This is an optimization exercise on Yosys and OpenROAD, whose aim is small area and a short achievable clock period, not a production implementation.
Where RTL was checked, it was by simulation tests only, not by an equivalence proof against the original.
No functional check of the RTL was part of run 2.
No driver is modelled on the clock port, so clocking that relies on it looks cheaper here than on a real chip.
Power and IR drop assume default switching activity.

==> run.sh <==
#!/bin/bash
# synth_recipe.tcl (not shown) runs the flow's synth.tcl, then flattens the netlist and writes it again
# the make line also repeats each setting of config.mk as NAME=value (left out here)
make -C /OpenROAD-flow-scripts/flow DESIGN_CONFIG=/design/flow/config.mk WORK_HOME=/design/flow/orfs CLKGATE_MAP_FILE= SYNTH_SCRIPT=/design/flow/synth_recipe.tcl finish
==> config.mk <==
export PLATFORM = sky130hd
export DESIGN_NAME = CPU_16_TOP
export DESIGN_NICKNAME = CPU_16_TOP
export VERILOG_FILES = /design/flow/design.v
export SDC_FILE = /design/flow/constraint.sdc
export NUM_CORES = 4
export LEC_CHECK = 0
export CAP_MARGIN = 20
export CORE_MARGIN = 2
export CORE_UTILIZATION = 30
export PLACE_DENSITY = 0.4
export SLEW_MARGIN = 20
==> constraint.sdc <==
create_clock -name core_clock -period 11.0 [get_ports {clk}]
set_input_delay 2.2000 -clock core_clock [delete_from_list [all_inputs] [get_ports {clk}]]
set_output_delay 2.2000 -clock core_clock [all_outputs]
set_load 0.01 [all_outputs]
==> design.v <==
module CPU_16_TOP(
    input clk,
    input reset,
    input [15:0] Instruction,
    output [15:0] ALU_out,
    output [15:0] Program_cout, DATA_R1, DATA_R2,
    output [3:0] ALUop, Rd,
    output ALU_z, Read_Memory, B_int
    );
    wire [3:0] op = Instruction[15:12];
    wire [3:0] rd = Instruction[11:8];
    wire [3:0] rs = Instruction[7:4];
    wire [3:0] f  = Instruction[3:0];
    wire [15:0] imm = {{12{f[3]}}, f};
    wire is_r   = (op == 4'd0);
    wire is_lw  = (op == 4'd1);
    wire is_sw  = (op == 4'd2);
    wire is_adi = (op == 4'd3);
    wire is_beq = (op == 4'd4);
    wire is_bne = (op == 4'd5);
    wire is_j   = (op == 4'd6);
    wire use_imm = is_lw | is_sw | is_adi;
    wire [3:0] aluop = is_r ? ((f[3:2] == 2'b00) ? f : 4'd0)
                     : ((is_beq | is_bne) ? 4'd1 : 4'd0);
    wire reg_we = is_r | is_lw | is_adi;
    reg [15:0] R [0:15];
    wire [15:0] A = R[rs];
    wire [15:0] B = R[rd];
    wire [15:0] Bsel = use_imm ? imm : B;
    wire [15:0] sum  = A + Bsel;
    wire [15:0] diff = A - Bsel;
    wire [15:0] shl  = (|A[15:4]) ? 16'd0 : (Bsel << A[3:0]);
    wire [15:0] andv = A & Bsel;
    reg  [15:0] res;
    always @(*) begin
        case (aluop[1:0])
            2'd0: res = sum;
            2'd1: res = diff;
            2'd2: res = shl;
            default: res = andv;
        endcase
    end
    wire zero = (res == 16'd0);
    reg [7:0] E [0:127];    
    reg [7:0] O [0:127];    
    wire [7:0] a  = A[7:0] + imm[7:0];           
    wire [7:0] a1 = A[7:0] + imm[7:0] + 8'd1;    
    wire [6:0] orow = a[7:1];                    
    wire [6:0] erow = a1[7:1];                   
    wire [7:0] ob = O[orow];
    wire [7:0] eb = E[erow];
    wire [15:0] mword = a[0] ? {ob, eb} : {eb, ob};
    always @(posedge clk) begin
        if (is_sw) begin
            O[orow] <= a[0] ? B[15:8] : B[7:0];
            E[erow] <= a[0] ? B[7:0] : B[15:8];
        end
    end
    wire [15:0] wdata = is_lw ? mword : res;
    always @(posedge clk) begin
        if (reg_we)
            R[rd] <= wdata;
    end
    reg [15:0] pc;
    wire [15:0] pc2 = pc + 16'd2;
    wire [15:0] off = is_j ? {{3{Instruction[11]}}, Instruction[11:0], 1'b0}
                           : {{11{f[3]}}, f, 1'b0};
    wire [15:0] target = pc2 + off;
    wire taken = is_j | (is_beq & zero) | (is_bne & ~zero);
    always @(posedge clk) begin
        if (reset)
            pc <= 16'd0;
        else
            pc <= taken ? target : pc2;
    end
    assign ALU_out = res;
    assign Program_cout = pc;
    assign DATA_R1 = A;
    assign DATA_R2 = B;
    assign ALUop = aluop;
    assign Rd = rd;
    assign ALU_z = zero;
    assign Read_Memory = is_lw;
    assign B_int = is_beq;
endmodule
==> summary.txt, run 1 <==
worst reg2reg setup slack=2.72 ns; first-pass GRT wire length=479 mm; pins over their slew limit=0; initial core utilization=30.1%; Synth Area per Inst=16.0 um^2; Final GP Congestion=0.912; most frequent cell on the critical path=a21oi_1; num ports=93; DP HPWL=approximately 220 mm; num rows=207; CP Data Required Time=8.80 ns; sw power=8.91 mW; met2 Usage GRT=33.2%; Die ar.=0.324 mm^2; GRT met1 Usage=29.6%; post-route insts no fill=10700; Hold Vio Cnt, Final=0; RSZ-0062 raised after global routing=no; via count=approximately 58000; Post-synth EDFFs=roughly 2300; Post-synth top cells=2304 x edfxtp_1, 427 x nor2_1, 404 x nand2_1, 284 x clkbuf_1, 260 x mux2i_1; initial antenna violation count=15; GRT Total Usage=20.8%; final net count=6352; worst-case clock skew=around 0.084 ns; Vias per Instance=5.48; cells after synthesis=5974; Hold WC Path Type=reg -> reg; final WL=about 340 mm; drt first-iter violations=6262; top post-synthesis cells by area=edfxtp_1 72%, mux4_2 4.5%, mux2i_1 2.7%; largest area contributor in the netlist=edfxtp_1; top cell type's share of synthesized area=between 70% and 80%; setup tns final=0 ns; slew margin rel.=approximately a quarter; Critical Path Max Stage Delay=between 0.5 and 0.6 ns; # H-tree levels=5; Max Freq=~0.095 GHz; Mapped Area=0.0958 mm^2; Synth Register Bits=around 2300; Min Hold Slack=0.658 ns; post-DR wirelength/cell=32.2 um; leak pwr=about 36 nW; CTS Buf Count=275; Max Cap Violations=0; DIE HEIGHT=569 um; worst-margin pin slew=1.14 ns; Seq pwr share=between 30% and 40%; DRC Markers=0; Tmin final=10.50 ns; startpoint type of the worst setup path=primary input; status=timing/DRC/antenna clean; Clock Power Share=about a third; CTS max path bufs=4; 1st-pass router iterations=6; Clock Tree Root=clkbuf_16; sequential element share of the synthesized area=72.5%; crit path cell chain=clkdlybuf4s50_1, or2_1, o21ai_1, buf_4, a21oi_1, o21ai_0, a211oi_2, nor2b_1, a21oi_1, xnor2_1, a21oi_1, ha_1, a2111oi_0, nand3_1, a41oi_1, o21bai_1, xor2_1, a32oi_1, nand3_1, nor4_2, and4_1, clkdlybuf4s50_1; met3 Use GR=between 3 and 4%; final period utilization=95.4%; Sw Ratio=33.8%; power per cell area=235 mW/mm^2; Fillers=about 30000; DRT antenna net count=0; Remaining Overflow, GRT=0; Synth Warn #=1; clock latency (worst-skew pair)=0.90 ns; maximum fanout along the worst path=7; WP data arrival=8.30 ns; largest net degree at the start of global routing=89; fraction of layout cells with a size suffix above 1=17.2%; dpl cells=between 10000 and 15000; critical path class=in -> out; Max VDD drop=0.126 mV; Die W=569 um; CTS tree=built; CP endpoint kind=primary output; post-CTS setup buffer count=0; Most Crowded Layer GR=met2; core area=0.318 mm^2; async set-reset flop share out of synthesis=0%; most common cell in the synthesized netlist=edfxtp_1; number of global-route vias before repair=between 50000 and 60000; Worst path slowest cell=clkdlybuf4s50_1; Comb pwr share=27.8%; IO Port Bufs=between 80 and 90; area grow syn2layout=17.4%; final setup fails=0; Synth Flop Type=edfxtp_1; Distinct cells, synth=approximately 110; Worst-path clk slew=0.06 ns; Int Pwr=17.5 mW; Sink Count=2319
[final timing paths]
path                    from        end  depth (start not counted)
min                   pc[15]     pc[15]                          3
min reg2reg           pc[15]     pc[15]                          3
max          Instruction[15]      ALU_z                         22
max reg2reg         R[11][2]  R[10][10]                         18
[per-layer routing]
metal | vias up | share of wire [%]
met5 | - | 0.0099
met4 | 6 | 2.4
met3 | 439 | 5.7
met2 | 2006 | 47
met1 | 31100 | 45
li1 | 25000 | -
[logic make-up (layout without fill, tap and decap cells)]
kind of cell               after synthesis  in the layout  synth area share, %
adders and majority gates               46             46                0.624
DFF                                   2319           2319                 72.5
other                                    1              4              0.00391
muxes                                  487            487                 7.69
xor gates and xnor gates                70             70                0.670
buffers and inverters                  456            973                 2.05
and+or+nand+nor                       1209           1209                 5.56
AOI/OAI and AO/OA                     1386           1386                 10.9
[through the flow]
| step | power, mW | utilization (%) | cell area, um^2 | worst slack (ns) |
|---|---|---|---|---|
| 4_1_cts | 26.6 | 35.4 | 112000 | 0.242 |
| 2_1_floorplan | 14.1 | - | 95800 | 0.303 |
| 3_5_place_dp | 17.8 | 32.7 | 104000 | 0.280 |
| 3_3_place_gp | 17.8 | 32.7 | 104000 | 0.315 |
| 6_report | 26.4 | 35.4 | 112000 | 0.503 |
| 5_1_grt | 27.3 | 35.4 | 112000 | 0.0301 |
[worst max-delay path: cells and delay by family]
kind            cells  cell delay (ns)
compound gates     10             2.30
simple gates        6             1.96
buf+inv             3             1.30
xor+xnor            2             0.29
fa+ha+maj           1             0.23
[cells in the final DEF, fill, tap and decap left out, types with 61 or more instances in the layout]
master	instances
edfxtp_1	2304
nand2_1	398
nor2_1	391
buf_4	319
clkbuf_16	278
a22oi_1	254
mux2i_1	249
a21oi_1	205
mux4_2	192
a221oi_1	189
nand3_1	153
a22o_1	110
o21ai_0	105
clkdlybuf4s50_1	82
o22ai_1	63
clkbuf_1	61
[final cells by class]
type                            count  area [um^2]  share of cell area [%]
Inverter                           49          189                   0.168
Antenna cell                        1         2.50                 0.00223
Timing Repair Buffer              442         3960                    3.52
Clock buffer                      339         7190                    6.39
Tap cell                         4180         5230                    4.65
Clock inverter                    143         1250                    1.12
Multi-Input combinational cell   3201        25100                    22.3
Sequential cell                  2319        69500                    61.8
[flip-flops by register name (all words and copies together) (netlist names)]
name and flops:
O 1024, pc 15, R 256, E 1024
[power groups by stage]
stage,clock [mW],combinational [mW],sequential [mW]
after detailed placement,0,7.35,10.5
after global placement,0,7.35,10.5
after global routing,9.26,7.71,10.3
after CTS,8.93,7.37,10.3
after floorplan,0,3.50,10.6
final,8.75,7.34,10.3
[timing repair]
item                       4_1_cts  5_1_grt
setup endpoints to repair        0        2
gates resized for setup          0        6
hold buffers                     0        0
==> inputs of run 2 (changes only) <==
--- a/design.v
+++ b/design.v
@@ -40,7 +40,21 @@
             default: res = andv;
         endcase
     end
-    wire zero = (res == 16'd0);
+    wire z_add = ((A ^ Bsel) == {A[14:0] | Bsel[14:0], 1'b0});
+    wire z_sub = (A == Bsel);
+    wire [15:0] keep = 16'hffff >> A[3:0];       
+    wire z_shl = (|A[15:4]) | ((Bsel & keep) == 16'd0);
+    wire z_and = (andv == 16'd0);
+    reg zero;
+    always @(*) begin
+        case (aluop[1:0])
+            2'd0: zero = z_add;
+            2'd1: zero = z_sub;
+            2'd2: zero = z_shl;
+            default: zero = z_and;
+        endcase
+    end
+    wire eq = (A == B);                          
     reg [7:0] E [0:127];    
     reg [7:0] O [0:127];    
     wire [7:0] a  = A[7:0] + imm[7:0];           
@@ -66,7 +80,7 @@
     wire [15:0] off = is_j ? {{3{Instruction[11]}}, Instruction[11:0], 1'b0}
                            : {{11{f[3]}}, f, 1'b0};
     wire [15:0] target = pc2 + off;
-    wire taken = is_j | (is_beq & zero) | (is_bne & ~zero);
+    wire taken = is_j | (is_beq & eq) | (is_bne & ~eq);
     always @(posedge clk) begin
         if (reset)
             pc <= 16'd0;
==> flow/run.sh (new file) <==
#!/bin/bash
# Standard synthesis, then the standard ORFS layout with cell resizing not
# limited to same-footprint cells and a capped timing-repair effort.
set -uo pipefail
D=$(pwd)
H=$D/flow/hook.tcl
bash standard.sh synth > $D/synth.log 2>&1 || exit 1
bash standard.sh MATCH_CELL_FOOTPRINT=0 PRE_FLOORPLAN_TCL=$H PRE_CTS_TCL=$H PRE_GLOBAL_ROUTE_TCL=$H finish > $D/layout.log 2>&1
==> flow/hook.tcl (new file) <==
# Timing repair as ORFS does it, with a cap on its iterations so that an
# unreachable setup margin does not keep it searching.
proc repair_timing_helper { args } {
  set additional_args {}
  append_env_var additional_args SETUP_SLACK_MARGIN -setup_margin 1
  append_env_var additional_args HOLD_SLACK_MARGIN -hold_margin 1
  append_env_var additional_args SETUP_MOVE_SEQUENCE -sequence 1
  append_env_var additional_args TNS_END_PERCENT -repair_tns 1
  append_env_var additional_args SKIP_PIN_SWAP -skip_pin_swap 0
  append_env_var additional_args SKIP_GATE_CLONING -skip_gate_cloning 0
  append_env_var additional_args SKIP_BUFFER_REMOVAL -skip_buffer_removal 0
  append_env_var additional_args SKIP_LAST_GASP -skip_last_gasp 0
  append_env_var additional_args SKIP_VT_SWAP -skip_vt_swap 0
  append_env_var additional_args SKIP_CRIT_VT_SWAP -skip_crit_vt_swap 0
  append_env_var additional_args MATCH_CELL_FOOTPRINT -match_cell_footprint 0
  lappend additional_args {*}$args -max_iterations 1500 -verbose
  log_cmd repair_timing {*}$additional_args
}
==> standard.sh (new file) <==
#!/bin/bash
# synth_recipe.tcl (not shown) runs the flow's synth.tcl, then flattens the netlist and writes it again
# the make line also repeats each setting of config.mk as NAME=value (left out here)
make -C /OpenROAD-flow-scripts/flow DESIGN_CONFIG=/design/flow/config.mk WORK_HOME=/design/flow/orfs CLKGATE_MAP_FILE= SYNTH_SCRIPT=/design/flow/synth_recipe.tcl "${@:-finish}"
--- a/config.mk
+++ b/config.mk
@@ -7,6 +7,10 @@
 export LEC_CHECK = 0
 export CAP_MARGIN = 20
 export CORE_MARGIN = 2
-export CORE_UTILIZATION = 30
-export PLACE_DENSITY = 0.4
+export CORE_UTILIZATION = 55
+export CTS_CLUSTER_DIAMETER = 60
+export CTS_CLUSTER_SIZE = 30
+export PLACE_DENSITY = 0.65
+export SETUP_SLACK_MARGIN = 4
 export SLEW_MARGIN = 20
+export TNS_END_PERCENT = 5
removed: run.sh
==> run 2 against run 1 <==
- still clean
- clock-buffer cell count down 195
- clock power down 31%
- non-clock buffer count up 353
- synthesized cell count up 9.4%
- clock skew down 0.037 ns
==> summary.txt, run 2 <==
status=timing/DRC/antenna clean; leak pwr=38.5 nW (+7.7%); Largest regs=E (1024), O (1024), R (256); Post-synth top cells=2304 x edfxtp_1, 597 x nand2_1, 383 x nor2_1, 321 x mux2i_1, 299 x mux4_2; worst reg2reg setup slack=3.89 ns (+1.17 ns); crit path cell chain=buf_16, buf_4, buf_6, clkbuf_16, buf_4, mux4_2, mux2i_1, o21a_4, ha_4, or2_2, or3_1, o2111a_2, or2_4, a221o_1, nand2_2, o221ai_2, nor2_1, nor2_2, buf_2; DRC Markers=0 (unchanged); WL met3=41.6 mm (+110%); Synth Warn #=1 (unchanged); Remaining Overflow, GRT=0 (unchanged); CTS tree=built; via count=65500 (+12%); Worst path slowest cell=mux4_2; Die ar.=0.186 mm^2 (-43%); number of global-route vias before repair=61700 (+6.2%); critical path class=in -> out; num rows=156 (-25%); commonest cells after routing, fill and taps aside=2304 x edfxtp_1, 583 x nand2_1, 580 x buf_4, 341 x nor2_1, 305 x mux2i_1; Synth Area per Inst=15.4 um^2 (-4.2%); pins over their slew limit=0 (unchanged); Mapped Area=0.100 mm^2 (+4.8%); IO Port Bufs=89 (unchanged); slew margin rel.=15.9% (-7.6 points); top post-synthesis cells by area=edfxtp_1 69%, mux4_2 6.7%, mux2i_1 3.2%; Hold Vio Cnt, Final=0 (unchanged); drt first-iter violations=9922 (+58%); dpl cells=8999 (-12%); Hold WC Path Type=reg -> reg; power per cell area=211 mW/mm^2 (-10%); Min Hold Slack=0.706 ns (+0.0477 ns); post-DR wirelength/cell=34.0 um (+5.7%); Worst-path clk slew=0.07 ns (about the same); final period utilization=76.8% (-19 points); worst-margin pin slew=1.25 ns (+0.106 ns); Max Freq=0.118 GHz (+24%); largest area contributor in the netlist=edfxtp_1; first-pass GRT wire length=454 mm (-5.2%); routed wl met2=143 mm (-10%); max layer used=met5; DP HPWL=203 mm (-8.3%); num ports=93 (unchanged); Synth Register Bits=2319 (unchanged); CP endpoint kind=primary output; 1st-pass router iterations=6 (unchanged); startpoint type of the worst setup path=primary input; Synth Flop Type=edfxtp_1; Power, Total=24.5 mW (-7.2%); Final GP Congestion=0.979 (+7.4%); final setup fails=0 (unchanged); most frequent cell on the critical path=buf_4; cells after synthesis=6537 (+9.4%); core area=0.181 mm^2 (-43%); commonest non-fill, non-tap cell in the layout=edfxtp_1; Tmin final=8.45 ns (-2.05 ns); async set-reset flop share out of synthesis=0% (unchanged); RSZ-0062 raised after global routing=yes; DRT antenna net count=0 (unchanged); Distinct cells, synth=109 (+3.8%); setup tns final=0 ns (unchanged); maximum fanout along the worst path=9 (+2); Max VDD drop=0.209 mV (+65%); utilization after layout=64.1% (+29 points); CP Data Required Time=8.80 ns (about the same); clock latency (worst-skew pair)=0.87 ns (-0.03 ns); area grow syn2layout=15.7%; fraction of layout cells with a size suffix above 1=24.2% (+7.1 points); wire length on met1=124 mm (-21%); WP data arrival=6.25 ns (-2.05 ns); final net count=7115 (+12%); initial antenna violation count=8 (-7); Post-synth EDFFs=2304 (unchanged); final WL=324 mm (-5.8%); Vias per Instance=6.89 (+26%); Die W=431 um (-24%); DIE HEIGHT=431 um (-24%); sequential element share of the synthesized area=69.2% (-3.3 points); post-route insts no fill=9516 (-11%); Max Cap Violations=0 (unchanged); largest net degree at the start of global routing=129 (+45%); worst-case clock skew=0.0472 ns (-0.0371 ns); initial core utilization=55.4% (+25 points); CTS Buf Count=140 (-49%); GRT Total Usage=34.0% (+13 points); Sink Count=2319 (unchanged); Critical Path Max Stage Delay=0.50 ns (-0.06 ns); most common cell in the synthesized netlist=edfxtp_1; top cell type's share of synthesized area=68.9% (-3.3 points); Fillers=12900 (-57%)
## run 2: changes by cell type after synthesis, sizes merged, moves of 60 or more
cell / before / now
o21ai: 123 / 215
clkbuf: 284 / 212
a22o: 110 / 17
a22oi: 254 / 64
a221oi: 194 / 54
mux4: 192 / 306
nand2: 404 / 597
mux2i: 263 / 323
nor3: 43 / 145
buf: 123 / 245
a21oi: 213 / 280
## run 2: report_power, final
group          internal [mW]  switching, mW
logic                   2.79           5.40
registers               10.2         0.0131
clock network           2.82           3.22
total                   15.8           8.64
## run 2: through the flow
| step | setup WS, ns | area, um^2 |
|---|---|---|
| 2_1_floorplan | 2.63 | 101000 |
| 3_3_place_gp | 0.499 | 106000 |
| 3_5_place_dp | 0.657 | 106000 |
| 4_1_cts | 2.59 | 115000 |
| 5_1_grt | 2.46 | 116000 |
| 6_report | 2.55 | 116000 |
## run 2: cell type report
type | instances | area [um^2] | share of cell area [%]
flip-flops and latches | 2319 | 69500 | 59.8
multi-input cells | 3691 | 30900 | 26.6
repair buffers | 795 | 7480 | 6.43
clock buffers | 144 | 3560 | 3.07
well taps | 2370 | 2970 | 2.55
clock inverters | 116 | 1460 | 1.26
inverters | 76 | 312 | 0.268
diodes | 5 | 12.5 | 0.0108
## run 2: final timing paths
path,to,cells after the start,startpoint
worst max-delay path,ALU_out[10],19,Instruction[8]
worst min register to register,pc[15],3,pc[15]
worst min-delay path,pc[15],3,pc[15]
worst max register to register,R[13][7],21,R[3][1]
## run 2: routing by layer
| metal | vias to the layer above | global-route usage (%) |
|---|---|---|
| li1 | 26900 | - |
| met1 | 33200 | 49.4 |
| met2 | 4625 | 50.3 |
| met3 | 799 | 7.99 |
| met4 | 8 | 13.5 |
| met5 | - | 0 |
## run 2: cell families after synthesis
family	after synthesis	share of synthesized area (%)
fa+ha+maj	74	0.944
compound gates	1247	8.63
flops	2319	69.2
xor+xnor	80	0.755
buf+inv	533	2.44
mux	698	10.9
other cells	1	0.00373
simple gates	1585	7.13
## run 2: repair_timing
item | 4_1_cts | 5_1_grt
setup endpoints to repair | 2873 | 2098
gates resized for setup | 376 | 161
gates cloned | 16 | 11
pin swaps | 93 | 65
hold buffers | 0 | 0
endpoints found under the hold margin | 0 | 0
setup buffers | 157 | 66
## run 2: worst max-delay path: cells and delay by family
kind                     cells  cell delay [ns]
AO/OA/AOI/OAI                4             0.96
adder cells (fa/ha/maj)      1             0.24
buffers and inverters        6             0.77
multiplexers                 2             0.77
AND/OR/NAND/NOR              6             1.26

afterwards: timing with drivers on the ports:
In the flow no input, the clock included, has a driving cell. The finished layouts below were timed again as built, in two steps. Step 1 assumes that a clkbuf_16 drives the clock port and a buf_2 every other input. Step 2 times the ports against the registers' clock, not the clock port: input delays grow and output delays shrink by t, the midpoint of the rising clock arrivals with the driver on. Slacks: no drivers / after step 1 / after step 2; pairs: no drivers / after step 1.
run | t, ns | setup WS [ns] | hold WS [ns] | slew at the worst register clock pin (ns)
run 1 | 0.957 | 0.503 / 0.479 / 0.359 | 0.658 / 0.658 / 0.658 | 0.07 / 0.07
run 2 | 0.932 | 2.554 / 2.345 / 1.622 | 0.706 / 0.706 / 0.706 | 0.11 / 0.11
After both steps setup and hold are still met in every run listed. The setup slack of run 2, which loses most, moves by -0.209 ns with the drivers and by -0.932 ns with both steps.
